What follows belongs to an exercise in optimizing a design on an open flow for small area; a production flow would make more cautious choices.
Only simulation tests tie the RTL to the original design; equivalence was not proved.

north:
==> flow/design.v (excerpt) <==
module cpuv1(
    input logic clk,
    input logic [31:0] inst,
    output logic [31:0] result
);
    wire [4:0] addr1 = inst[12:8];
    wire [4:0] addr2 = inst[17:13];
    wire [4:0] addrw = inst[22:18];
    wire writeen = ~inst[2];           
    logic [37:0] DATA [3:32];
    logic [31:0] out;
    always @(posedge clk) begin
        if (writeen && addrw >= 5'd3) DATA[addrw] <= {6'd0, out};
        DATA[32] <= {writeen, addrw, out};
    end
    logic [32*29-1:0] q;
    genvar k;
    for (k = 3; k < 32; k = k + 1) begin : g_q
        assign q[32*(k-3) +: 32] = DATA[k][31:0];
    end
    wire [37:0] lastw = DATA[32];
    logic [31:0] a, b;
    cpu_register r1(.addr1(addr1), .addr2(addr2), .lw(lastw[37]), .la(lastw[36:32]),
                    .last(lastw[31:0]), .q(q), .RD1(a), .RD2(b));
    alu a1(.a(a), .b(b), .sel(inst[1:0]), .out(out));
    assign result = out;
endmodule
Size in the first run: about 6600 cells after synthesis, ~65 I/O pins, about 65000 um2 of cells after synthesis.
==> flow/config.mk <==
export PLATFORM = sky130hd
export DESIGN_NAME = cpuv1
export DESIGN_NICKNAME = cpuv1
export VERILOG_FILES = /design/flow/design.v
export SDC_FILE = /design/flow/constraint.sdc
export NUM_CORES = 4
export LEC_CHECK = 0
export CAP_MARGIN = 5
export CORE_MARGIN = 2
export CORE_UTILIZATION = 58
export CTS_BUF_LIST = sky130_fd_sc_hd__clkbuf_16
export CTS_CLUSTER_DIAMETER = 100
export CTS_CLUSTER_SIZE = 26
export GPL_TIMING_DRIVEN = 0
export SLEW_MARGIN = 5
export SYNTH_HIERARCHICAL = 1
==> flow/constraint.sdc <==
create_clock -name core_clock -period 130.0 [get_ports {clk}]
set_input_delay 26.0000 -clock core_clock [delete_from_list [all_inputs] [get_ports {clk}]]
set_output_delay 26.0000 -clock core_clock [all_outputs]
set_load 0.01 [all_outputs]
run.sh (not shown) runs the stock make flow with config.mk's settings and CLKGATE_MAP_FILE= SYNTH_SCRIPT=/design/flow/synth_recipe.tcl, a recipe that flattens the netlist after the stock synthesis.
#### Input delta (south over north)
-- flow/config.mk --
<<< north, line 11
export CTS_BUF_LIST = sky130_fd_sc_hd__clkbuf_16
export CTS_CLUSTER_DIAMETER = 100
export CTS_CLUSTER_SIZE = 26
>>> south, line 11
export CTS_BUF_LIST = sky130_fd_sc_hd__clkbuf_8
==> run notes <==
- Changes observed in south relative to north: layout overhead on the synthesized area increased 1.7 points, time the final worst path needs with I/O delays and setup -0.17 ns, number of nets in the finished design higher.
- In the metrics for south and north, the one carrying the lower final hold slack is north.
- Run comparison: north cell at the slowest stage of the critical path sky130_fd_sc_hd__nand4_1; south cell at the slowest stage of the critical path sky130_fd_sc_hd__or3_1
- met3 capacity usage during global routing, south and north, lower one = north.
- Of south and north, the run reporting the higher aggregate global-route resource usage was south.
diff inputs: south => east
-- flow/config.mk --
<<< south, line 10
export CORE_UTILIZATION = 58
>>> east, line 10
export CORE_UTILIZATION = 50
From south to east the numbers moved as follows: row count rose by about 8%; count of clock-buffer cells in the layout rose by about 8%; final worst-path cycle share fell by 0.46 points; cell area after placement stayed essentially flat.
Relative to east, the following input files were edited for west:
-- flow/config.mk --
<<< east, line 10
export CORE_UTILIZATION = 50
export CTS_BUF_LIST = sky130_fd_sc_hd__clkbuf_8
>>> west, line 10
export CORE_UTILIZATION = 58
export CTS_BUF_LIST = sky130_fd_sc_hd__clkbuf_16
export CTS_CLUSTER_DIAMETER = 100
export CTS_CLUSTER_SIZE = 22
Results
The final reports for west and east show wire length of the first global-routing pass lower in the former.
Across east and west, the outcome is the same: a clean finish for every run.
The non-filler instance count after layout in west was lower than what east gave.
In the reports for east and west, the larger worst setup slack belongs to east.
[compare] base=east new=west: sequential cell count level, aggregate routed wire length fell by about 3.6%.

---

cpuv1, a different RTL version from the one above (not shown whole).
Size in the first run: about 64000 um2 of cells after synthesis.
export LEC_CHECK = 0
export CAP_MARGIN = 5
export CORE_MARGIN = 2
export CORE_UTILIZATION = 70
export CTS_BUF_LIST = sky130_fd_sc_hd__clkbuf_8
export GPL_TIMING_DRIVEN = 0
export SLEW_MARGIN = 5
export SYNTH_HIERARCHICAL = 1
create_clock -name core_clock -period 130.0 [get_ports {clk}]
The first run died in global routing.
Change:
--- a/flow/config.mk
+++ b/flow/config.mk
@@ -10 +10 @@
-export CORE_UTILIZATION = 70
+export CORE_UTILIZATION = 58
With this change the flow produced a clean layout.
Synthesized cell count does not change.
Area after synthesis is unchanged.

-- port drivers added, routing unchanged --
The flow's constraints put no driver on any port. The routed layouts listed below were extracted and timed again, unchanged, in two steps.
Step 1, drivers: a clkbuf_16 drives clk and a buf_2 each remaining input, both assumed.
Step 2 times the ports against the registers' clock, not the clock port: input delays grow and output delays shrink by t, the midpoint of the rising clock arrivals with the driver on.
a / b / c = ideal ports / drivers / drivers and shift; a / b = the first two.
run	t (ns)	setup slack, ns	worst register clock-pin slew, ns
north	0.698	3.032 / 3.008 / 3.008	0.11 / 0.11
south	0.830	3.203 / 3.178 / 3.178	0.08 / 0.08
east	0.860	3.796 / 3.772 / 3.772	0.07 / 0.07
west	0.724	3.388 / 3.364 / 3.364	0.11 / 0.11
the second run of note 2	0.848	3.401 / 3.370 / 3.370	0.10 / 0.10
After both steps every run listed still meets setup and hold. For the second run of note 2, which loses most, drivers alone change the setup slack by -0.031 ns; drivers and shift together by -0.031 ns.
